Background: an optimization exercise with open tools, aiming at small area and a short achievable clock period. Do not read the settings as production practice. The RTL of this run was laid out without a check of its function. Power figures rest on the tool's default switching activity, not on a simulated workload.

==> design/flow/design.v <==
module add1(
	input clk,
	input operation,
	input [15:0] x,y,
	output [15:0] z,
	input [2:0]counter
	);
wire xs = x[15], ys = y[15];
wire [4:0] xe = x[14:10], ye = y[14:10];
wire [10:0] X = {1'b1, x[9:0]};
wire [10:0] Y = {1'b1, y[9:0]};
reg z_sign;
reg [4:0] z_exp;
reg [9:0] z_m;
assign z = {z_sign, z_exp, z_m};
wire [9:0] xm = x[9:0], ym = y[9:0];
wire ppn0_0 = ~(xm[0] & ym[0]);
wire ppn0_1 = ~(xm[0] & ym[1]);
wire ppn0_2 = ~(xm[0] & ym[2]);
wire ppn0_3 = ~(xm[0] & ym[3]);
wire ppn0_4 = ~(xm[0] & ym[4]);
wire ppn0_5 = ~(xm[0] & ym[5]);
wire ppn0_6 = ~(xm[0] & ym[6]);
wire ppn0_7 = ~(xm[0] & ym[7]);
wire ppn0_8 = ~(xm[0] & ym[8]);
wire ppn0_9 = ~(xm[0] & ym[9]);
wire ppn1_0 = ~(xm[1] & ym[0]);
wire ppn1_1 = ~(xm[1] & ym[1]);
wire ppn1_2 = ~(xm[1] & ym[2]);
wire ppn1_3 = ~(xm[1] & ym[3]);
wire ppn1_4 = ~(xm[1] & ym[4]);
wire ppn1_5 = ~(xm[1] & ym[5]);
wire ppn1_6 = ~(xm[1] & ym[6]);
wire ppn1_7 = ~(xm[1] & ym[7]);
wire ppn1_8 = ~(xm[1] & ym[8]);
wire ppn1_9 = ~(xm[1] & ym[9]);
wire ppn2_0 = ~(xm[2] & ym[0]);
wire ppn2_1 = ~(xm[2] & ym[1]);
wire ppn2_2 = ~(xm[2] & ym[2]);
wire ppn2_3 = ~(xm[2] & ym[3]);
wire ppn2_4 = ~(xm[2] & ym[4]);
wire ppn2_5 = ~(xm[2] & ym[5]);
wire ppn2_6 = ~(xm[2] & ym[6]);
wire ppn2_7 = ~(xm[2] & ym[7]);
wire ppn2_8 = ~(xm[2] & ym[8]);
wire ppn2_9 = ~(xm[2] & ym[9]);
wire ppn3_0 = ~(xm[3] & ym[0]);
wire ppn3_1 = ~(xm[3] & ym[1]);
wire ppn3_2 = ~(xm[3] & ym[2]);
wire ppn3_3 = ~(xm[3] & ym[3]);
wire ppn3_4 = ~(xm[3] & ym[4]);
wire ppn3_5 = ~(xm[3] & ym[5]);
wire ppn3_6 = ~(xm[3] & ym[6]);
wire ppn3_7 = ~(xm[3] & ym[7]);
wire ppn3_8 = ~(xm[3] & ym[8]);
wire ppn3_9 = ~(xm[3] & ym[9]);
wire ppn4_0 = ~(xm[4] & ym[0]);
wire ppn4_1 = ~(xm[4] & ym[1]);
wire ppn4_2 = ~(xm[4] & ym[2]);
wire ppn4_3 = ~(xm[4] & ym[3]);
wire ppn4_4 = ~(xm[4] & ym[4]);
wire ppn4_5 = ~(xm[4] & ym[5]);
wire ppn4_6 = ~(xm[4] & ym[6]);
wire ppn4_7 = ~(xm[4] & ym[7]);
wire ppn4_8 = ~(xm[4] & ym[8]);
wire ppn4_9 = ~(xm[4] & ym[9]);
wire ppn5_0 = ~(xm[5] & ym[0]);
wire ppn5_1 = ~(xm[5] & ym[1]);
wire ppn5_2 = ~(xm[5] & ym[2]);
wire ppn5_3 = ~(xm[5] & ym[3]);
wire ppn5_4 = ~(xm[5] & ym[4]);
wire ppn5_5 = ~(xm[5] & ym[5]);
wire ppn5_6 = ~(xm[5] & ym[6]);
wire ppn5_7 = ~(xm[5] & ym[7]);
wire ppn5_8 = ~(xm[5] & ym[8]);
wire ppn5_9 = ~(xm[5] & ym[9]);
wire ppn6_0 = ~(xm[6] & ym[0]);
wire ppn6_1 = ~(xm[6] & ym[1]);
wire ppn6_2 = ~(xm[6] & ym[2]);
wire ppn6_3 = ~(xm[6] & ym[3]);
wire ppn6_4 = ~(xm[6] & ym[4]);
wire ppn6_5 = ~(xm[6] & ym[5]);
wire ppn6_6 = ~(xm[6] & ym[6]);
wire ppn6_7 = ~(xm[6] & ym[7]);
wire ppn6_8 = ~(xm[6] & ym[8]);
wire ppn6_9 = ~(xm[6] & ym[9]);
wire ppn7_0 = ~(xm[7] & ym[0]);
wire ppn7_1 = ~(xm[7] & ym[1]);
wire ppn7_2 = ~(xm[7] & ym[2]);
wire ppn7_3 = ~(xm[7] & ym[3]);
wire ppn7_4 = ~(xm[7] & ym[4]);
wire ppn7_5 = ~(xm[7] & ym[5]);
wire ppn7_6 = ~(xm[7] & ym[6]);
wire ppn7_7 = ~(xm[7] & ym[7]);
wire ppn7_8 = ~(xm[7] & ym[8]);
wire ppn7_9 = ~(xm[7] & ym[9]);
wire ppn8_0 = ~(xm[8] & ym[0]);
wire ppn8_1 = ~(xm[8] & ym[1]);
wire ppn8_2 = ~(xm[8] & ym[2]);
wire ppn8_3 = ~(xm[8] & ym[3]);
wire ppn8_4 = ~(xm[8] & ym[4]);
wire ppn8_5 = ~(xm[8] & ym[5]);
wire ppn8_6 = ~(xm[8] & ym[6]);
wire ppn8_7 = ~(xm[8] & ym[7]);
wire ppn8_8 = ~(xm[8] & ym[8]);
wire ppn8_9 = ~(xm[8] & ym[9]);
wire ppn9_0 = ~(xm[9] & ym[0]);
wire ppn9_1 = ~(xm[9] & ym[1]);
wire ppn9_2 = ~(xm[9] & ym[2]);
wire ppn9_3 = ~(xm[9] & ym[3]);
wire ppn9_4 = ~(xm[9] & ym[4]);
wire ppn9_5 = ~(xm[9] & ym[5]);
wire ppn9_6 = ~(xm[9] & ym[6]);
wire ppn9_7 = ~(xm[9] & ym[7]);
wire ppn9_8 = ~(xm[9] & ym[8]);
wire ppn9_9 = ~(xm[9] & ym[9]);
wire [9:0] xmn = ~xm, ymn = ~ym;
wire tn1 = ~(ppn0_9 ^ ppn1_8);
wire tn2 = ppn0_9 | ppn1_8;
wire tn3, tn4;
add1_fa u_tn3 (.A(ppn1_9), .B(ppn2_8), .CIN(ppn3_7), .COUT(tn4), .SUM(tn3));
wire tn5 = ~(ppn4_6 ^ ppn5_5);
wire tn6 = ppn4_6 | ppn5_5;
wire tn7, tn8;
add1_fa u_tn7 (.A(ppn2_9), .B(ppn3_8), .CIN(ppn4_7), .COUT(tn8), .SUM(tn7));
wire tn9 = ~(ppn5_6 ^ ppn6_5);
wire tn10 = ppn5_6 | ppn6_5;
wire tn11, tn12;
add1_fa u_tn11 (.A(ppn3_9), .B(ppn4_8), .CIN(ppn5_7), .COUT(tn12), .SUM(tn11));
wire tn13 = ~(ppn0_6 ^ ppn1_5);
wire tn14 = ppn0_6 | ppn1_5;
wire tn15, tn16;
add1_fa u_tn15 (.A(ppn0_7), .B(ppn1_6), .CIN(ppn2_5), .COUT(tn16), .SUM(tn15));
wire tn17 = ~(ppn3_4 ^ ppn4_3);
wire tn18 = ppn3_4 | ppn4_3;
wire tn19, tn20;
add1_fa u_tn19 (.A(ppn0_8), .B(ppn1_7), .CIN(ppn2_6), .COUT(tn20), .SUM(tn19));
wire tn21, tn22;
add1_fa u_tn21 (.A(ppn3_5), .B(ppn4_4), .CIN(ppn5_3), .COUT(tn22), .SUM(tn21));
wire tn23 = ~(ppn6_2 ^ ppn7_1);
wire tn24 = ppn6_2 | ppn7_1;
wire tn25, tn26;
add1_fa u_tn25 (.A(ppn2_7), .B(ppn3_6), .CIN(ppn4_5), .COUT(tn26), .SUM(tn25));
wire tn27, tn28;
add1_fa u_tn27 (.A(ppn5_4), .B(ppn6_3), .CIN(ppn7_2), .COUT(tn28), .SUM(tn27));
wire tn29, tn30;
add1_fa u_tn29 (.A(ppn8_1), .B(ppn9_0), .CIN(tn1), .COUT(tn30), .SUM(tn29));
wire tn31, tn32;
add1_fa u_tn31 (.A(ppn6_4), .B(ppn7_3), .CIN(ppn8_2), .COUT(tn32), .SUM(tn31));
wire tn33, tn34;
add1_fa u_tn33 (.A(ppn9_1), .B(xmn[0]), .CIN(ymn[0]), .COUT(tn34), .SUM(tn33));
wire tn35, tn36;
add1_fa u_tn35 (.A(tn2), .B(tn3), .CIN(tn5), .COUT(tn36), .SUM(tn35));
wire tn37, tn38;
add1_fa u_tn37 (.A(ppn7_4), .B(ppn8_3), .CIN(ppn9_2), .COUT(tn38), .SUM(tn37));
wire tn39, tn40;
add1_fa u_tn39 (.A(xmn[1]), .B(ymn[1]), .CIN(tn4), .COUT(tn40), .SUM(tn39));
wire tn41, tn42;
add1_fa u_tn41 (.A(tn6), .B(tn7), .CIN(tn9), .COUT(tn42), .SUM(tn41));
wire tn43, tn44;
add1_fa u_tn43 (.A(ppn6_6), .B(ppn7_5), .CIN(ppn8_4), .COUT(tn44), .SUM(tn43));
wire tn45, tn46;
add1_fa u_tn45 (.A(ppn9_3), .B(xmn[2]), .CIN(ymn[2]), .COUT(tn46), .SUM(tn45));
wire tn47, tn48;
add1_fa u_tn47 (.A(tn8), .B(tn10), .CIN(tn11), .COUT(tn48), .SUM(tn47));
wire tn49, tn50;
add1_fa u_tn49 (.A(ppn4_9), .B(ppn5_8), .CIN(ppn6_7), .COUT(tn50), .SUM(tn49));
wire tn51, tn52;
add1_fa u_tn51 (.A(ppn7_6), .B(ppn8_5), .CIN(ppn9_4), .COUT(tn52), .SUM(tn51));
wire tn53, tn54;
add1_fa u_tn53 (.A(xmn[3]), .B(ymn[3]), .CIN(tn12), .COUT(tn54), .SUM(tn53));
wire tn55, tn56;
add1_fa u_tn55 (.A(ppn5_9), .B(ppn6_8), .CIN(ppn7_7), .COUT(tn56), .SUM(tn55));
wire tn57, tn58;
add1_fa u_tn57 (.A(ppn8_6), .B(ppn9_5), .CIN(xmn[4]), .COUT(tn58), .SUM(tn57));
wire tn59, tn60;
add1_fa u_tn59 (.A(ppn6_9), .B(ppn7_8), .CIN(ppn8_7), .COUT(tn60), .SUM(tn59));
wire tn61 = ~(ppn0_4 ^ ppn1_3);
wire tn62 = ppn0_4 | ppn1_3;
wire tn63, tn64;
add1_fa u_tn63 (.A(ppn0_5), .B(ppn1_4), .CIN(ppn2_3), .COUT(tn64), .SUM(tn63));
wire tn65 = ~(ppn3_2 ^ ppn4_1);
wire tn66 = ppn3_2 | ppn4_1;
wire tn67, tn68;
add1_fa u_tn67 (.A(ppn2_4), .B(ppn3_3), .CIN(ppn4_2), .COUT(tn68), .SUM(tn67));
wire tn69, tn70;
add1_fa u_tn69 (.A(ppn5_1), .B(ppn6_0), .CIN(tn13), .COUT(tn70), .SUM(tn69));
wire tn71, tn72;
add1_fa u_tn71 (.A(ppn5_2), .B(ppn6_1), .CIN(ppn7_0), .COUT(tn72), .SUM(tn71));
wire tn73, tn74;
add1_fa u_tn73 (.A(tn14), .B(tn15), .CIN(tn17), .COUT(tn74), .SUM(tn73));
wire tn75, tn76;
add1_fa u_tn75 (.A(ppn8_0), .B(tn16), .CIN(tn18), .COUT(tn76), .SUM(tn75));
wire tn77, tn78;
add1_fa u_tn77 (.A(tn19), .B(tn21), .CIN(tn23), .COUT(tn78), .SUM(tn77));
wire tn79, tn80;
add1_fa u_tn79 (.A(tn20), .B(tn22), .CIN(tn24), .COUT(tn80), .SUM(tn79));
wire tn81, tn82;
add1_fa u_tn81 (.A(tn25), .B(tn27), .CIN(tn29), .COUT(tn82), .SUM(tn81));
wire tn83, tn84;
add1_fa u_tn83 (.A(tn26), .B(tn28), .CIN(tn30), .COUT(tn84), .SUM(tn83));
wire tn85, tn86;
add1_fa u_tn85 (.A(tn31), .B(tn33), .CIN(tn35), .COUT(tn86), .SUM(tn85));
wire tn87, tn88;
add1_fa u_tn87 (.A(tn32), .B(tn34), .CIN(tn36), .COUT(tn88), .SUM(tn87));
wire tn89, tn90;
add1_fa u_tn89 (.A(tn37), .B(tn39), .CIN(tn41), .COUT(tn90), .SUM(tn89));
wire tn91, tn92;
add1_fa u_tn91 (.A(tn38), .B(tn40), .CIN(tn42), .COUT(tn92), .SUM(tn91));
wire tn93, tn94;
add1_fa u_tn93 (.A(tn43), .B(tn45), .CIN(tn47), .COUT(tn94), .SUM(tn93));
wire tn95, tn96;
add1_fa u_tn95 (.A(tn44), .B(tn46), .CIN(tn48), .COUT(tn96), .SUM(tn95));
wire tn97, tn98;
add1_fa u_tn97 (.A(tn49), .B(tn51), .CIN(tn53), .COUT(tn98), .SUM(tn97));
wire tn99, tn100;
add1_fa u_tn99 (.A(ymn[4]), .B(tn50), .CIN(tn52), .COUT(tn100), .SUM(tn99));
wire tn101, tn102;
add1_fa u_tn101 (.A(tn54), .B(tn55), .CIN(tn57), .COUT(tn102), .SUM(tn101));
wire tn103, tn104;
add1_fa u_tn103 (.A(ppn9_6), .B(xmn[5]), .CIN(ymn[5]), .COUT(tn104), .SUM(tn103));
wire tn105, tn106;
add1_fa u_tn105 (.A(tn56), .B(tn58), .CIN(tn59), .COUT(tn106), .SUM(tn105));
wire tn107, tn108;
add1_fa u_tn107 (.A(ppn7_9), .B(ppn8_8), .CIN(ppn9_7), .COUT(tn108), .SUM(tn107));
wire tn109, tn110;
add1_fa u_tn109 (.A(xmn[6]), .B(ymn[6]), .CIN(tn60), .COUT(tn110), .SUM(tn109));
wire tn111, tn112;
add1_fa u_tn111 (.A(ppn8_9), .B(ppn9_8), .CIN(xmn[7]), .COUT(tn112), .SUM(tn111));
wire tn113 = ~(ppn0_3 ^ ppn1_2);
wire tn114 = ppn0_3 | ppn1_2;
wire tn115, tn116;
add1_fa u_tn115 (.A(ppn2_2), .B(ppn3_1), .CIN(ppn4_0), .COUT(tn116), .SUM(tn115));
wire tn117, tn118;
add1_fa u_tn117 (.A(ppn5_0), .B(tn62), .CIN(tn63), .COUT(tn118), .SUM(tn117));
wire tn119, tn120;
add1_fa u_tn119 (.A(tn64), .B(tn66), .CIN(tn67), .COUT(tn120), .SUM(tn119));
wire tn121, tn122;
add1_fa u_tn121 (.A(tn68), .B(tn70), .CIN(tn71), .COUT(tn122), .SUM(tn121));
wire tn123, tn124;
add1_fa u_tn123 (.A(tn72), .B(tn74), .CIN(tn75), .COUT(tn124), .SUM(tn123));
wire tn125, tn126;
add1_fa u_tn125 (.A(tn76), .B(tn78), .CIN(tn79), .COUT(tn126), .SUM(tn125));
wire tn127, tn128;
add1_fa u_tn127 (.A(tn80), .B(tn82), .CIN(tn83), .COUT(tn128), .SUM(tn127));
wire tn129, tn130;
add1_fa u_tn129 (.A(tn84), .B(tn86), .CIN(tn87), .COUT(tn130), .SUM(tn129));
wire tn131, tn132;
add1_fa u_tn131 (.A(tn88), .B(tn90), .CIN(tn91), .COUT(tn132), .SUM(tn131));
wire tn133, tn134;
add1_fa u_tn133 (.A(tn92), .B(tn94), .CIN(tn95), .COUT(tn134), .SUM(tn133));
wire tn135, tn136;
add1_fa u_tn135 (.A(tn96), .B(tn98), .CIN(tn99), .COUT(tn136), .SUM(tn135));
wire tn137, tn138;
add1_fa u_tn137 (.A(tn100), .B(tn102), .CIN(tn103), .COUT(tn138), .SUM(tn137));
wire tn139, tn140;
add1_fa u_tn139 (.A(tn104), .B(tn106), .CIN(tn107), .COUT(tn140), .SUM(tn139));
wire tn141, tn142;
add1_fa u_tn141 (.A(ymn[7]), .B(tn108), .CIN(tn110), .COUT(tn142), .SUM(tn141));
wire tn143, tn144;
add1_fa u_tn143 (.A(ppn9_9), .B(xmn[8]), .CIN(ymn[8]), .COUT(tn144), .SUM(tn143));
wire tn145 = ~(ppn0_2 ^ ppn1_1);
wire tn146 = ppn0_2 | ppn1_1;
wire tn147, tn148;
add1_fa u_tn147 (.A(ppn2_1), .B(ppn3_0), .CIN(tn113), .COUT(tn148), .SUM(tn147));
wire tn149, tn150;
add1_fa u_tn149 (.A(tn61), .B(tn114), .CIN(tn115), .COUT(tn150), .SUM(tn149));
wire tn151, tn152;
add1_fa u_tn151 (.A(tn65), .B(tn116), .CIN(tn117), .COUT(tn152), .SUM(tn151));
wire tn153, tn154;
add1_fa u_tn153 (.A(tn69), .B(tn118), .CIN(tn119), .COUT(tn154), .SUM(tn153));
wire tn155, tn156;
add1_fa u_tn155 (.A(tn73), .B(tn120), .CIN(tn121), .COUT(tn156), .SUM(tn155));
wire tn157, tn158;
add1_fa u_tn157 (.A(tn77), .B(tn122), .CIN(tn123), .COUT(tn158), .SUM(tn157));
wire tn159, tn160;
add1_fa u_tn159 (.A(tn81), .B(tn124), .CIN(tn125), .COUT(tn160), .SUM(tn159));
wire tn161, tn162;
add1_fa u_tn161 (.A(tn85), .B(tn126), .CIN(tn127), .COUT(tn162), .SUM(tn161));
wire tn163, tn164;
add1_fa u_tn163 (.A(tn89), .B(tn128), .CIN(tn129), .COUT(tn164), .SUM(tn163));
wire tn165, tn166;
add1_fa u_tn165 (.A(tn93), .B(tn130), .CIN(tn131), .COUT(tn166), .SUM(tn165));
wire tn167, tn168;
add1_fa u_tn167 (.A(tn97), .B(tn132), .CIN(tn133), .COUT(tn168), .SUM(tn167));
wire tn169, tn170;
add1_fa u_tn169 (.A(tn101), .B(tn134), .CIN(tn135), .COUT(tn170), .SUM(tn169));
wire tn171, tn172;
add1_fa u_tn171 (.A(tn105), .B(tn136), .CIN(tn137), .COUT(tn172), .SUM(tn171));
wire tn173, tn174;
add1_fa u_tn173 (.A(tn109), .B(tn138), .CIN(tn139), .COUT(tn174), .SUM(tn173));
wire tn175, tn176;
add1_fa u_tn175 (.A(tn111), .B(tn140), .CIN(tn141), .COUT(tn176), .SUM(tn175));
wire tn177, tn178;
add1_fa u_tn177 (.A(tn112), .B(tn142), .CIN(tn143), .COUT(tn178), .SUM(tn177));
wire tn179, tn180;
add1_fa u_tn179 (.A(xmn[9]), .B(ymn[9]), .CIN(tn144), .COUT(tn180), .SUM(tn179));
wire [21:0] mr0n = {1'b1, tn180, tn178, tn176, tn174, tn172, tn170, tn168, tn166, tn164, tn162, tn160, tn158, tn156, tn154, tn152, tn150, tn148, tn146, ppn2_0, ppn0_1, ppn0_0};
wire [21:0] mr1n = {1'b1, 1'b0, tn179, tn177, tn175, tn173, tn171, tn169, tn167, tn165, tn163, tn161, tn159, tn157, tn155, tn153, tn151, tn149, tn147, tn145, ppn1_0, 1'b1};
wire [4:0] m_e0 = xe + ye + 5'd17;
wire [4:0] m_e1 = xe + ye + 5'd18;
wire [9:0] m_man;
wire [4:0] m_exp;
add1_mcpa u_mcpa (.mr0n(mr0n), .mr1n(mr1n), .e0(m_e0), .e1(m_e1), .m_man(m_man), .m_exp(m_exp));
wire m_zero = (x == 16'h0000) | (y == 16'h0000);
wire [5:0] dxy = {1'b0, xe} - {1'b0, ye};
wire lt = dxy[5];                           
wire gt = ~dxy[5] & (dxy[4:0] != 5'd0);     
wire [4:0] dyxm1 = ~dxy[4:0];
wire [10:0] B = lt ? Y : X;
wire [10:0] Xsh = {1'b0, X[10:1]} >> dyxm1;
wire [10:0] Ysh = Y >> dxy[4:0];
wire [10:0] S = lt ? Xsh : Ysh;
wire [4:0] ea = lt ? ye : xe;
wire sa = gt ? xs : (lt ? ys : 1'b0);
wire negB = lt ? ys : xs;
wire diff = xs ^ ys;
wire invS = diff & negB;        
wire invB = diff & ~negB;       
wire cin = diff;
wire [11:0] Sx = {1'b0, S} ^ {12{invS}};
wire [11:0] Ba = {1'b0, B} ^ {12{invB}};
wire ac_g0 = Ba[0] & Sx[0];
wire ac_p0 = Ba[0] ^ Sx[0];
wire ac_g1 = Ba[1] & Sx[1];
wire ac_p1 = Ba[1] ^ Sx[1];
wire ac_g2 = Ba[2] & Sx[2];
wire ac_p2 = Ba[2] ^ Sx[2];
wire ac_g3 = Ba[3] & Sx[3];
wire ac_p3 = Ba[3] ^ Sx[3];
wire ac_g4 = Ba[4] & Sx[4];
wire ac_p4 = Ba[4] ^ Sx[4];
wire ac_g5 = Ba[5] & Sx[5];
wire ac_p5 = Ba[5] ^ Sx[5];
wire ac_g6 = Ba[6] & Sx[6];
wire ac_p6 = Ba[6] ^ Sx[6];
wire ac_g7 = Ba[7] & Sx[7];
wire ac_p7 = Ba[7] ^ Sx[7];
wire ac_g8 = Ba[8] & Sx[8];
wire ac_p8 = Ba[8] ^ Sx[8];
wire ac_g9 = Ba[9] & Sx[9];
wire ac_p9 = Ba[9] ^ Sx[9];
wire ac_g10 = Ba[10] & Sx[10];
wire ac_p10 = Ba[10] ^ Sx[10];
wire ac_g11 = Ba[11] & Sx[11];
wire ac_p11 = Ba[11] ^ Sx[11];
wire ac_G0c = ac_g0 | (ac_p0 & cin);
wire ac_G0_1 = ac_g1 | (ac_p1 & ac_G0c);
wire ac_P0_1 = ac_p1 & ac_p0;
wire ac_G0_3 = ac_g3 | (ac_p3 & ac_g2);
wire ac_P0_3 = ac_p3 & ac_p2;
wire ac_G0_5 = ac_g5 | (ac_p5 & ac_g4);
wire ac_P0_5 = ac_p5 & ac_p4;
wire ac_G0_7 = ac_g7 | (ac_p7 & ac_g6);
wire ac_P0_7 = ac_p7 & ac_p6;
wire ac_G0_9 = ac_g9 | (ac_p9 & ac_g8);
wire ac_P0_9 = ac_p9 & ac_p8;
wire ac_G0_11 = ac_g11 | (ac_p11 & ac_g10);
wire ac_P0_11 = ac_p11 & ac_p10;
wire ac_G1_2 = ac_g2 | (ac_p2 & ac_G0_1);
wire ac_P1_2 = ac_p2 & ac_P0_1;
wire ac_G1_3 = ac_G0_3 | (ac_P0_3 & ac_G0_1);
wire ac_P1_3 = ac_P0_3 & ac_P0_1;
wire ac_G1_6 = ac_g6 | (ac_p6 & ac_G0_5);
wire ac_P1_6 = ac_p6 & ac_P0_5;
wire ac_G1_7 = ac_G0_7 | (ac_P0_7 & ac_G0_5);
wire ac_P1_7 = ac_P0_7 & ac_P0_5;
wire ac_G1_10 = ac_g10 | (ac_p10 & ac_G0_9);
wire ac_P1_10 = ac_p10 & ac_P0_9;
wire ac_G1_11 = ac_G0_11 | (ac_P0_11 & ac_G0_9);
wire ac_P1_11 = ac_P0_11 & ac_P0_9;
wire ac_G2_4 = ac_g4 | (ac_p4 & ac_G1_3);
wire ac_P2_4 = ac_p4 & ac_P1_3;
wire ac_G2_5 = ac_G0_5 | (ac_P0_5 & ac_G1_3);
wire ac_P2_5 = ac_P0_5 & ac_P1_3;
wire ac_G2_6 = ac_G1_6 | (ac_P1_6 & ac_G1_3);
wire ac_P2_6 = ac_P1_6 & ac_P1_3;
wire ac_G2_7 = ac_G1_7 | (ac_P1_7 & ac_G1_3);
wire ac_P2_7 = ac_P1_7 & ac_P1_3;
wire ac_G3_8 = ac_g8 | (ac_p8 & ac_G2_7);
wire ac_P3_8 = ac_p8 & ac_P2_7;
wire ac_G3_9 = ac_G0_9 | (ac_P0_9 & ac_G2_7);
wire ac_P3_9 = ac_P0_9 & ac_P2_7;
wire ac_G3_10 = ac_G1_10 | (ac_P1_10 & ac_G2_7);
wire ac_P3_10 = ac_P1_10 & ac_P2_7;
wire ac_G3_11 = ac_G1_11 | (ac_P1_11 & ac_G2_7);
wire ac_P3_11 = ac_P1_11 & ac_P2_7;
wire [11:0] sum = {(ac_p11 ^ ac_G3_10), (ac_p10 ^ ac_G3_9), (ac_p9 ^ ac_G3_8), (ac_p8 ^ ac_G2_7), (ac_p7 ^ ac_G2_6), (ac_p6 ^ ac_G2_5), (ac_p5 ^ ac_G2_4), (ac_p4 ^ ac_G1_3), (ac_p3 ^ ac_G1_2), (ac_p2 ^ ac_G0_1), (ac_p1 ^ ac_G0c), (ac_p0 ^ cin)};
wire Szero = lt ? (dyxm1 > 5'd9) : (dxy[4:0] > 5'd10);
wire [11:0] H = {sum[11] & ~(invB & Szero), sum[10:0]};
reg [9:0] a_man;
reg [4:0] a_exp;
reg a_keep;
always @* begin
	a_keep = 1'b0;
	a_man = H[9:0];
	a_exp = ea;
	if (H[11]) begin
		a_man = H[10:1] + {9'd0, H[0]};
		a_exp = ea + 5'd1;
	end else if (H[10]) begin
		a_man = H[9:0];
	end else if (H[9]) begin
		a_man = {H[8:0], 1'b0};
		a_exp = ea - 5'd1;
	end else if (H[8]) begin
		a_man = H[9:0];
		a_exp = ea - 5'd2;
	end else begin
		a_keep = 1'b1;
	end
	if (H == 12'd0 && !sa) begin
		a_exp = 5'd0;
		a_man = 10'd0;
		a_keep = 1'b0;
	end
end
wire a_zero = (x == 16'h0000) & (y == 16'h0000);
always @(posedge clk) begin
	if (counter == 3'd0) begin
		if (operation) begin
			z_sign <= m_zero ? 1'b0 : xs ^ ys;
			z_exp <= m_zero ? 5'd0 : m_exp;
			z_m <= m_zero ? 10'd0 : m_man;
		end else begin
			z_sign <= a_zero ? 1'b0 : sa;
			z_exp <= a_zero ? 5'd0 : a_exp;
			if (a_zero) z_m <= 10'd0;
			else if (!a_keep) z_m <= a_man;
		end
	end
end
endmodule
module add1_mcpa(input [21:0] mr0n, input [21:0] mr1n, input [4:0] e0, input [4:0] e1,
                 output [9:0] m_man, output [4:0] m_exp);
wire [21:0] mr0 = ~mr0n, mr1 = ~mr1n;
wire mc_g0 = mr0[0] & mr1[0];
wire mc_p0 = mr0[0] ^ mr1[0];
wire mc_g1 = mr0[1] & mr1[1];
wire mc_p1 = mr0[1] ^ mr1[1];
wire mc_g2 = mr0[2] & mr1[2];
wire mc_p2 = mr0[2] ^ mr1[2];
wire mc_g3 = mr0[3] & mr1[3];
wire mc_p3 = mr0[3] ^ mr1[3];
wire mc_g4 = mr0[4] & mr1[4];
wire mc_p4 = mr0[4] ^ mr1[4];
wire mc_g5 = mr0[5] & mr1[5];
wire mc_p5 = mr0[5] ^ mr1[5];
wire mc_g6 = mr0[6] & mr1[6];
wire mc_p6 = mr0[6] ^ mr1[6];
wire mc_g7 = mr0[7] & mr1[7];
wire mc_p7 = mr0[7] ^ mr1[7];
wire mc_g8 = mr0[8] & mr1[8];
wire mc_p8 = mr0[8] ^ mr1[8];
wire mc_g9 = mr0[9] & mr1[9];
wire mc_p9 = mr0[9] ^ mr1[9];
wire mc_g10 = mr0[10] & mr1[10];
wire mc_p10 = mr0[10] ^ mr1[10];
wire mc_g11 = mr0[11] & mr1[11];
wire mc_p11 = mr0[11] ^ mr1[11];
wire mc_g12 = mr0[12] & mr1[12];
wire mc_p12 = mr0[12] ^ mr1[12];
wire mc_g13 = mr0[13] & mr1[13];
wire mc_p13 = mr0[13] ^ mr1[13];
wire mc_g14 = mr0[14] & mr1[14];
wire mc_p14 = mr0[14] ^ mr1[14];
wire mc_g15 = mr0[15] & mr1[15];
wire mc_p15 = mr0[15] ^ mr1[15];
wire mc_g16 = mr0[16] & mr1[16];
wire mc_p16 = mr0[16] ^ mr1[16];
wire mc_g17 = mr0[17] & mr1[17];
wire mc_p17 = mr0[17] ^ mr1[17];
wire mc_g18 = mr0[18] & mr1[18];
wire mc_p18 = mr0[18] ^ mr1[18];
wire mc_g19 = mr0[19] & mr1[19];
wire mc_p19 = mr0[19] ^ mr1[19];
wire mc_g20 = mr0[20] & mr1[20];
wire mc_p20 = mr0[20] ^ mr1[20];
wire mc_g21 = mr0[21] & mr1[21];
wire mc_p21 = mr0[21] ^ mr1[21];
wire mc_G1 = mc_g1 | (mc_p1 & mc_g0);
wire mc_P1 = mc_p1 & mc_p0;
wire mc_G2 = mc_g3 | (mc_p3 & mc_g2);
wire mc_P2 = mc_p3 & mc_p2;
wire mc_G3 = mc_g5 | (mc_p5 & mc_g4);
wire mc_P3 = mc_p5 & mc_p4;
wire mc_G4 = mc_g7 | (mc_p7 & mc_g6);
wire mc_P4 = mc_p7 & mc_p6;
wire mc_G5 = mc_g9 | (mc_p9 & mc_g8);
wire mc_P5 = mc_p9 & mc_p8;
wire mc_G6 = mc_g11 | (mc_p11 & mc_g10);
wire mc_P6 = mc_p11 & mc_p10;
wire mc_G7 = mc_g13 | (mc_p13 & mc_g12);
wire mc_P7 = mc_p13 & mc_p12;
wire mc_G8 = mc_g15 | (mc_p15 & mc_g14);
wire mc_P8 = mc_p15 & mc_p14;
wire mc_G9 = mc_g17 | (mc_p17 & mc_g16);
wire mc_P9 = mc_p17 & mc_p16;
wire mc_G10 = mc_g19 | (mc_p19 & mc_g18);
wire mc_P10 = mc_p19 & mc_p18;
wire mc_G11 = mc_g21 | (mc_p21 & mc_g20);
wire mc_P11 = mc_p21 & mc_p20;
wire mc_G12 = mc_G2 | (mc_P2 & mc_G1);
wire mc_P12 = mc_P2 & mc_P1;
wire mc_G13 = mc_G4 | (mc_P4 & mc_G3);
wire mc_P13 = mc_P4 & mc_P3;
wire mc_G14 = mc_G6 | (mc_P6 & mc_G5);
wire mc_P14 = mc_P6 & mc_P5;
wire mc_G15 = mc_G8 | (mc_P8 & mc_G7);
wire mc_P15 = mc_P8 & mc_P7;
wire mc_G16 = mc_G10 | (mc_P10 & mc_G9);
wire mc_P16 = mc_P10 & mc_P9;
wire mc_G17 = mc_G13 | (mc_P13 & mc_G12);
wire mc_P17 = mc_P13 & mc_P12;
wire mc_G18 = mc_G15 | (mc_P15 & mc_G14);
wire mc_P18 = mc_P15 & mc_P14;
wire mc_G19 = mc_G18 | (mc_P18 & mc_G17);
wire mc_P19 = mc_P18 & mc_P17;
wire mc_G20 = mc_G14 | (mc_P14 & mc_G17);
wire mc_P20 = mc_P14 & mc_P17;
wire mc_G21 = mc_G16 | (mc_P16 & mc_G19);
wire mc_P21 = mc_P16 & mc_P19;
wire mc_G22 = mc_G3 | (mc_P3 & mc_G12);
wire mc_P22 = mc_P3 & mc_P12;
wire mc_G23 = mc_G5 | (mc_P5 & mc_G17);
wire mc_P23 = mc_P5 & mc_P17;
wire mc_G24 = mc_G7 | (mc_P7 & mc_G20);
wire mc_P24 = mc_P7 & mc_P20;
wire mc_G25 = mc_G9 | (mc_P9 & mc_G19);
wire mc_P25 = mc_P9 & mc_P19;
wire mc_G26 = mc_G11 | (mc_P11 & mc_G21);
wire mc_P26 = mc_P11 & mc_P21;
wire mc_G27 = mc_g2 | (mc_p2 & mc_G1);
wire mc_P27 = mc_p2 & mc_P1;
wire mc_G28 = mc_g4 | (mc_p4 & mc_G12);
wire mc_P28 = mc_p4 & mc_P12;
wire mc_G29 = mc_g6 | (mc_p6 & mc_G22);
wire mc_P29 = mc_p6 & mc_P22;
wire mc_G30 = mc_g8 | (mc_p8 & mc_G17);
wire mc_P30 = mc_p8 & mc_P17;
wire mc_G31 = mc_g10 | (mc_p10 & mc_G23);
wire mc_P31 = mc_p10 & mc_P23;
wire mc_G32 = mc_g12 | (mc_p12 & mc_G20);
wire mc_P32 = mc_p12 & mc_P20;
wire mc_G33 = mc_g14 | (mc_p14 & mc_G24);
wire mc_P33 = mc_p14 & mc_P24;
wire mc_G34 = mc_g16 | (mc_p16 & mc_G19);
wire mc_P34 = mc_p16 & mc_P19;
wire mc_G35 = mc_g18 | (mc_p18 & mc_G25);
wire mc_P35 = mc_p18 & mc_P25;
wire mc_G36 = mc_g20 | (mc_p20 & mc_G21);
wire mc_P36 = mc_p20 & mc_P21;
wire [21:0] P = {(mc_p21 ^ mc_G36), (mc_p20 ^ mc_G21), (mc_p19 ^ mc_G35), (mc_p18 ^ mc_G25), (mc_p17 ^ mc_G34), (mc_p16 ^ mc_G19), (mc_p15 ^ mc_G33), (mc_p14 ^ mc_G24), (mc_p13 ^ mc_G32), (mc_p12 ^ mc_G20), (mc_p11 ^ mc_G31), (mc_p10 ^ mc_G23), (mc_p9 ^ mc_G30), (mc_p8 ^ mc_G17), (mc_p7 ^ mc_G29), (mc_p6 ^ mc_G22), (mc_p5 ^ mc_G28), (mc_p4 ^ mc_G12), (mc_p3 ^ mc_G27), (mc_p2 ^ mc_G1), (mc_p1 ^ mc_g0), (mc_p0 ^ 1'b0)};
wire mh = P[21];
assign m_man = mh ? P[20:11] : P[19:10];
assign m_exp = mh ? e1 : e0;
endmodule
module add1_fa(input A, input B, input CIN, output COUT, output SUM);
assign SUM = A ^ B ^ CIN;
assign COUT = (A & B) | (A & CIN) | (B & CIN);
endmodule
==> design/flow/flow/run.sh <==
#!/bin/bash
# Own layout flow: the standard ORFS flow (standard.sh) with these changes:
#  - synthesis is synth_recipe.tcl with ORFS synth.tcl patched by flow/patch_synth.py:
#    the RTL's full adder module add1_fa becomes the library full adder cell, no other
#    adder extraction, modules kept apart until after ABC (synth_recipe.tcl flattens them
#    at the end), and ABC maps add1_mcpa (the multiplier's final adder) with
#    flow/abc_fast.script and the rest with flow/abc.script;
#  - ports are buffered with sky130_fd_sc_hd__buf_1;
set -euo pipefail
W=$PWD
python3 flow/patch_synth.py "$FLOW_HOME/scripts/synth.tcl" "$W/flow_synth_mod.tcl" > patch.log 2>&1
sed "s#source \$::env(SCRIPTS_DIR)/synth.tcl#source $W/flow_synth_mod.tcl#" synth_recipe.tcl > flow_synth.tcl
grep -q "flow_synth_mod.tcl" flow_synth.tcl
export MY_ABC_SCRIPT=$W/flow/abc.script
export MY_ABC_SCRIPT_FAST=$W/flow/abc_fast.script
export MY_FAST_MODULES=add1_mcpa
bash standard.sh SYNTH_SCRIPT=$W/flow_synth.tcl synth > flow_synth.log 2>&1
bash standard.sh SYNTH_SCRIPT=$W/flow_synth.tcl "BUFFER_PORTS_ARGS=-buffer_cell sky130_fd_sc_hd__buf_1" SKIP_INCREMENTAL_REPAIR=1 finish > flow_layout.log 2>&1
test -f out/final.def
==> design/flow/flow/abc.script <==
strash
dch
map -D 3000
buffer -c
topo
stime -c
upsize -c
dnsize -c
==> design/flow/flow/abc_fast.script <==
strash
dch
map -D 1500
buffer -c
topo
stime -c
upsize -c
dnsize -c
==> design/flow/flow/patch_synth.py <==
import sys
s = open(sys.argv[1]).read()
def rep(old, new):
    global s
    assert s.count(old) == 1, old
    s = s.replace(old, new)
# the design's full adder module (add1_fa) becomes the library's full adder cell
rep("hierarchy -check -top $::env(DESIGN_NAME)\n",
    "hierarchy -check -top $::env(DESIGN_NAME)\n"
    "chtype -map add1_fa sky130_fd_sc_hd__fa_1\n"
    "hierarchy -check -top $::env(DESIGN_NAME)\n")
# keep the design's modules apart until after ABC (synth_recipe.tcl flattens at the end)
rep("  synth -flatten -run :fine {*}$synth_full_args\n", "  synth -run :fine {*}$synth_full_args\n")
# no other adder extraction
rep("  extract_fa {*}[dont_use_extract_fa_args]\n", "")
# final ABC mapping: the fast modules with one script, the rest with another
rep("  log_cmd abc {*}$abc_args\n",
    "  foreach m $::env(MY_FAST_MODULES) {\n"
    "    log_cmd abc {*}[lreplace $abc_args 1 1 $::env(MY_ABC_SCRIPT_FAST)] $m\n"
    "  }\n"
    "  log_cmd abc {*}[lreplace $abc_args 1 1 $::env(MY_ABC_SCRIPT)] $::env(DESIGN_NAME)\n")
open(sys.argv[2], 'w').write(s)
==> design/flow/standard.sh <==
#!/bin/bash
# synth_recipe.tcl (not shown) runs the flow's synth.tcl, then flattens the netlist and writes it again
# the make line also repeats each setting of config.mk as NAME=value (left out here)
make -C /OpenROAD-flow-scripts/flow DESIGN_CONFIG=/design/flow/config.mk WORK_HOME=/design/flow/orfs CLKGATE_MAP_FILE= SYNTH_SCRIPT=/design/flow/synth_recipe.tcl "${@:-finish}"
==> design/flow/config.mk <==
export PLATFORM = sky130hd
export DESIGN_NAME = add1
export DESIGN_NICKNAME = add1
export VERILOG_FILES = /design/flow/design.v
export SDC_FILE = /design/flow/constraint.sdc
export NUM_CORES = 4
export LEC_CHECK = 0
export CAP_MARGIN = 20
export CORE_MARGIN = 2
export CORE_UTILIZATION = 60
export PLACE_DENSITY = 0.75
export SETUP_SLACK_MARGIN = 2.0
export SLEW_MARGIN = 20
==> design/flow/constraint.sdc <==
create_clock -name core_clock -period 8.5 [get_ports {clk}]
set_input_delay 1.7000 -clock core_clock [delete_from_list [all_inputs] [get_ports {clk}]]
set_output_delay 1.7000 -clock core_clock [all_outputs]
set_load 0.01 [all_outputs]
==> metrics.md <==
| Metric | Value |
|---|---|
| Clock power frac | `0.032` |
| First-pass GRT wire length | `30.8 mm` |
| Ranking of synthesized cells by area | `fa_1 25%, nand2_1 18%, edfxtp_1 7.5%` |
| Drt drc | `0` |
| Synthesis-stage register bit count | `16` |
| Worst hold margin | `1890 ps` |
| Synthesized area | `6440 um2` |
| Cell leakage power | `0.00295 uW` |
| CP Capture Type | `register` |
| Num ports | `53` |
| Slew Viols, Final | `0` |
| Slew headroom | `0.474` |
| Total power | `1760 uW` |
| Layout area overhead | `4.70%` |
| GRT Total Usage | `0.339` |
| Cells after Synth | `976` |
| Dpl ws | `1310 ps` |
| Routed wire length | `18.6 mm` |
| Post-synth EDFFs | `16` |
| CP required | `8610 ps` |
| H-tree depth | `1` |
| Drt first pass iters | `5` |
| RD Place Congestion | `0.976` |
| Flop pwr share | `0.069` |
| Crit Path Category | `primary input to register` |
| Post-synth top area share | `0.249` |
| Largest net degree at the start of global routing | `39` |
| Iter 0 DRT Violations | `630` |
| Synth Flop Type | `edfxtp_1` |
| Max FO, Critical Path | `19` |
| Internal Power | `696 uW` |
| Peak supply drop | `0.506 mV` |
| Setup WS post-layout | `1940 ps` |
| Vias per cell | `5.79` |
| Unique masters post-synth | `63` |
| CP startpoint kind | `primary input` |
| Nets | `1,117` |
| Area leader, netlist | `fa_1` |
| Std cell rows | `37` |
| Commonest non-fill, non-tap cell in the layout | `nand2_1` |
| Most frequent cells in the layout | `302 x nand2_1, 95 x inv_1, 80 x fa_1, 73 x nor2_1, 66 x o21ai_0` |
| Clock Pin Slew Worst Setup and Hold Paths | `60 ps` |
| DR vias | `6,575` |
| Period minus WS final | `6560 ps` |
| Least-Margin Pin Slew | `789 ps` |
| CTS Hold Buffers Added | `0` |
| Core Footprint | `10,400 um2` |
| Post-CTS setup buffer count | `2` |
| Ys async rst share | `0` |
| CTS tree | `done` |
| Initial antenna violation count | `0` |
| Antenna Cells | `0` |
| Layout Cells excl Fill | `1,135` |
| Worst path arrival time | `6670 ps` |
| Detail Route Antenna Nets | `0` |
| Hpwl dp | `15.2 mm` |
| Syn avg cell area | `6.60 um2` |
| Die Ht | `108 um` |
| Share of cells above drive strength 1 | `0.0851` |
| Fillcell total | `1,040` |
| Port buffer count | `52` |
| Status | `finished clean` |
| Max clock buf depth | `2` |
| Total clock sinks | `16` |
| Max Fclk | `0.152 GHz` |
| Cts repair resizes | `18` |
| Wire per inst | `16.4 um` |
| Sw power | `1060 uW` |
| Initial core utilization | `0.621` |
| Dpl cells | `1,129` |
| Die Width | `108 um` |
| Logic gate share of total power | `0.899` |
| Final Cycle Share | `0.772` |
| Hold Crit Class | `primary input to register` |
| Yosys warns | `1` |
| Sequential area share after synthesis | `0.0746` |
| Die area | `11,600 um2` |
| Total negative slack | `0 ps` |
| MaxCap Viol Count | `0` |
| PwrDens | `261 nW/um2` |
| Total CTS buffers | `3` |
| Final Hold Viols | `0` |
| CTS root buffer | `clkbuf_8` |
| Final setup violation count | `0` |
| Number of global-route vias before repair | `6,174` |
| Total grt overflow | `0` |
| Net Sw Frac | `0.604` |
==> kinds of logic after synthesis <==
kind of cell,count (synthesis),share of synthesized area
AO/OA/AOI/OAI,194,0.188
other,2,0.00117
buffers and inverters,151,0.0954
XOR/XNOR,43,0.0608
adder cells (fa/ha/maj),80,0.249
flip-flops,16,0.0746
multiplexers,1,0.00155
AND/OR/NAND/NOR,489,0.330
==> registers in the layout, summed over array words and instances (netlist names) <==
name	cells
z_m	10
z_sign	1
z_exp	5
==> final cells by class <==
| class | count | area, um2 | share of cell area |
|---|---|---|---|
| Clock buffer | 3 | 41.3 | 0.00612 |
| Clock inverter | 1 | 3.75 | 0.000557 |
| Inverter | 109 | 410 | 0.0609 |
| Multi-Input combinational cell | 814 | 5380 | 0.798 |
| Sequential cell | 16 | 480 | 0.0712 |
| Tap cell | 136 | 170 | 0.0252 |
| Timing Repair Buffer | 56 | 254 | 0.0377 |
==> power groups by stage <==
stage	combinational (uW)	clock [uW]	sequential [uW]
4_1_cts	1550	57.8	121
5_1_grt	1760	61.0	122
3_3_place_gp	1530	0	123
2_1_floorplan	1180	0	129
3_5_place_dp	1540	0	123
6_report	1580	56.8	121
==> critical path: stages <==
cell and delay, ps:
buf_2 230, nand2_1 120, fa_1 580, fa_1 440
fa_1 400, fa_1 580, fa_1 440, and2_0 160
nor2_1 120, inv_1 90, nor2_1 140, nand3_1 100
nor2_2 130, nand3_1 90, nand3_2 130, nand3_2 90
nand2_1 90, nand2_1 80, nand3_2 200, nand2_4 170
o31ai_1 370, nand2_1 120, o21ai_1 100
==> final timing paths <==
check / slack [ps] / to / cells past startpoint / from
setup / recovery: 1940 / z_m[9]$_DFFE_PP_ / 23 / y[9]
hold / removal: 1890 / z_exp[4]$_DFFE_PP_ / 3 / counter[2]
==> metal layers <==
metal	routed length (um)	GRT usage
met2	9110	0.582
met3	1170	0.0454
met5	0	0
met1	7660	0.440
met4	704	0.119
==> Yosys cell counts (3+ instances only) <==
| cell type | instances |
|---|---|
| xnor2_1 | 14 |
| nand3_1 | 37 |
| o21ai_0 | 66 |
| a21oi_1 | 40 |
| nand3_2 | 4 |
| clkbuf_1 | 23 |
| nor4_1 | 10 |
| inv_1 | 95 |
| nand4_1 | 18 |
| a32oi_1 | 3 |
| buf_2 | 14 |
| nor2_1 | 74 |
| xor2_1 | 27 |
| o2111ai_1 | 3 |
| o21bai_1 | 3 |
| a32o_1 | 5 |
| nor3_1 | 5 |
| nor2_4 | 3 |
| o22ai_1 | 13 |
| and2_1 | 4 |
| or2_2 | 6 |
| a22oi_1 | 3 |
| a31oi_1 | 3 |
| o31ai_1 | 5 |
| edfxtp_1 | 16 |
| nor2_2 | 5 |
| a21oi_2 | 3 |
| o211ai_1 | 12 |
| buf_6 | 3 |
| o21ai_1 | 16 |
| nand2_2 | 7 |
| inv_2 | 13 |
| o21ai_2 | 5 |
| nand2_1 | 304 |
| fa_1 | 80 |
| o32ai_1 | 3 |
==> stage by stage <==
stage          cell area (um2)  utilization
6_report                  6740        0.650
5_1_grt                   6740        0.650
4_1_cts                   6740        0.650
3_5_place_dp              6640        0.640
3_3_place_gp              6640        0.640
2_1_floorplan             6460            -
==> Yosys stat by module (local to each module, per instance) <==
module,flops+latches,times used
add1,16,1
add1_mcpa,0,1

-- port drivers added, routing unchanged --
The flow's constraints put no driver on any port. The routed layout listed below was extracted and timed again, unchanged, in two steps.
Step 1: set_driving_cell puts a clkbuf_16 on clk and a buf_2 on each other input, an assumption about the parent block.
Step 2 times the ports against the registers' clock, not the clock port: input delays grow and output delays shrink by t, the midpoint of the rising clock arrivals with the driver on.
Three values: ideal, step 1, step 2; two values: the first two.
t (ns): 0.273
slack for setup (ns): 1.941 / 1.916 / 1.643
worst setup path after step 2: input to register
After both steps this run still meets setup and hold. For this run, drivers alone change the setup slack by -0.025 ns; drivers and shift together by -0.298 ns.
